What follows belongs to an exercise in optimizing a design on an open flow for small area, a short achievable clock period and few clock cycles; a production flow would make more cautious choices.
Function was checked by simulation only, so behaviour that the tests miss may differ from the original.

[design/flow/run.sh]
#!/bin/bash
# synth_recipe.tcl (not shown) runs the flow's synth.tcl, then flattens the netlist and writes it again
# the make line also repeats each setting of config.mk as NAME=value (left out here)
make -C /OpenROAD-flow-scripts/flow DESIGN_CONFIG=/design/flow/config.mk WORK_HOME=/design/flow/orfs CLKGATE_MAP_FILE= SYNTH_SCRIPT=/design/flow/synth_recipe.tcl finish
[design/flow/constraint.sdc]
create_clock -name core_clock -period 7.0 [get_ports {i_clk_crc}]
set_input_delay 1.4000 -clock core_clock [delete_from_list [all_inputs] [get_ports {i_clk_crc}]]
set_output_delay 1.4000 -clock core_clock [all_outputs]
set_load 0.01 [all_outputs]
[design/flow/design.v]
module nb_tx_top #(parameter TBS = 16 , parameter G = 132, parameter Qm = 2, parameter rv_indx = 0)
    (
        output logic                  e_k,
        output logic                  RM_Valid,
        input logic                   i_data_crc,
        input logic                   i_clk_crc,
                                      i_rst_crc
    );
    logic [7:0]  t;
    logic [15:0] d;
    logic [16:0] m;
    logic        din, e_en;
    assign din = i_data_crc;
    always_ff @(posedge i_clk_crc, negedge i_rst_crc)
        if (!i_rst_crc) t <= 8'd0;
        else if (t != 8'd143) t <= t + 8'd1;
    always_ff @(posedge i_clk_crc)
        d <= {d[14:0], (t < 8'd16) ? din : d[15]};
    always_ff @(posedge i_clk_crc, negedge i_rst_crc)
        if (!i_rst_crc) RM_Valid <= 1'b0;
        else RM_Valid <= (t >= 8'd9) && (t < 8'd141);
    always_ff @(posedge i_clk_crc, negedge i_rst_crc)
        if (!i_rst_crc) e_k <= 1'b0;
        else if (e_en) e_k <= ^({din, d} & m);
    always_comb begin
        e_en = 1'b1;
        m = 17'b00000000000000000;
        case (t)
            8'd12: m = 17'b00000000000000001;
            8'd14: m = 17'b00000011100110001;
            8'd15: m = 17'b10101011100100100;
            8'd16: m = 17'b00001000000000000;
            8'd18: m = 17'b01100101101110001;
            8'd19: m = 17'b00010000111111010;
            8'd20: m = 17'b00001000000000000;
            8'd22: m = 17'b00000000001000000;
            8'd23: m = 17'b01111010100101110;
            8'd24: m = 17'b00110001101101101;
            8'd26: m = 17'b01101110101110010;
            8'd28: m = 17'b00000000000000100;
            8'd30: m = 17'b00001110011000100;
            8'd31: m = 17'b01011101010110010;
            8'd32: m = 17'b00100000000000000;
            8'd34: m = 17'b00001110011000100;
            8'd35: m = 17'b01100010000010100;
            8'd36: m = 17'b00100000000000000;
            8'd38: m = 17'b00000000100000000;
            8'd39: m = 17'b01100101110011001;
            8'd40: m = 17'b00111111000100011;
            8'd42: m = 17'b00001001000110001;
            8'd44: m = 17'b00000000000000010;
            8'd46: m = 17'b00000111001100010;
            8'd47: m = 17'b01000110001010110;
            8'd48: m = 17'b00010000000000000;
            8'd50: m = 17'b01000011000011110;
            8'd51: m = 17'b00110001000001110;
            8'd52: m = 17'b00010000000000000;
            8'd54: m = 17'b00000000010000000;
            8'd55: m = 17'b01110101001011101;
            8'd56: m = 17'b00101011110001010;
            8'd58: m = 17'b01011101011100101;
            8'd60: m = 17'b00000000000001000;
            8'd62: m = 17'b01110100010000111;
            8'd63: m = 17'b01101011101111010;
            8'd64: m = 17'b01000000000000000;
            8'd66: m = 17'b00011100110001000;
            8'd67: m = 17'b01010100111011011;
            8'd68: m = 17'b01000000000000000;
            8'd70: m = 17'b00000001000000000;
            8'd71: m = 17'b01000100010010001;
            8'd72: m = 17'b00101100110001100;
            8'd77: m = 17'b01011101101111100;
            8'd78: m = 17'b01011010010010100;
            8'd81: m = 17'b01100100101010100;
            8'd82: m = 17'b00010100100011010;
            8'd85: m = 17'b01110001011010010;
            8'd86: m = 17'b00010101110111010;
            8'd87: m = 17'b01101100011000111;
            8'd88: m = 17'b00010011100111101;
            8'd89: m = 17'b00110100110101110;
            8'd90: m = 17'b00110000100010000;
            8'd93: m = 17'b00010101001111101;
            8'd94: m = 17'b00011101011000010;
            8'd95: m = 17'b01010001000011111;
            8'd96: m = 17'b01100100001111011;
            8'd97: m = 17'b00011110011000110;
            8'd98: m = 17'b01010010110001010;
            8'd101: m = 17'b01011101110110101;
            8'd102: m = 17'b01110101101100000;
            8'd103: m = 17'b00011010100100001;
            8'd104: m = 17'b01010100111100001;
            8'd105: m = 17'b00011010111100111;
            8'd106: m = 17'b01011100001010010;
            8'd109: m = 17'b00101110011111101;
            8'd110: m = 17'b00110011100110100;
            8'd113: m = 17'b01010110100101111;
            8'd114: m = 17'b00010101101100010;
            8'd117: m = 17'b00000110011100011;
            8'd118: m = 17'b00010011001111111;
            8'd119: m = 17'b00100001011111001;
            8'd120: m = 17'b01101010111001101;
            8'd121: m = 17'b00101110110101001;
            8'd122: m = 17'b00010111000110110;
            8'd125: m = 17'b00101100011111011;
            8'd126: m = 17'b01011101100011001;
            8'd127: m = 17'b00000100001111110;
            8'd128: m = 17'b01011001101111100;
            8'd129: m = 17'b00110101110011011;
            8'd130: m = 17'b01110010111110100;
            8'd133: m = 17'b00110011010101111;
            8'd134: m = 17'b00010001111111011;
            8'd135: m = 17'b01111010011100010;
            8'd136: m = 17'b00011101110100010;
            8'd137: m = 17'b00011000100111111;
            8'd138: m = 17'b01111110011000010;
            8'd141: m = 17'b01011111001111110;
            8'd142: m = 17'b00110001011001110;
            default: e_en = 1'b0;
        endcase
    end
endmodule
[design/flow/config.mk]
export PLATFORM = sky130hd
export DESIGN_NAME = nb_tx_top
export DESIGN_NICKNAME = nb_tx_top
export VERILOG_FILES = /design/flow/design.v
export SDC_FILE = /design/flow/constraint.sdc
export NUM_CORES = 4
export LEC_CHECK = 0
export CAP_MARGIN = 20
export CORE_MARGIN = 2
export CORE_UTILIZATION = 40
export PLACE_DENSITY = 0.6
export SLEW_MARGIN = 20
==> notes.md <==
==> notes.md <==
----------------------------------------------------
[Run status]
  Error message ... ERROR: TCL interpreter returned an error: Source files actually used in the design:
  Status ... aborted with a tool error
  Stage reached ... synthesis

[Synthesis]
  Yosys warnings ... 1

----------------------------------------------------
Testbench counts, summed over its fixed seeds: cycles 13,920.
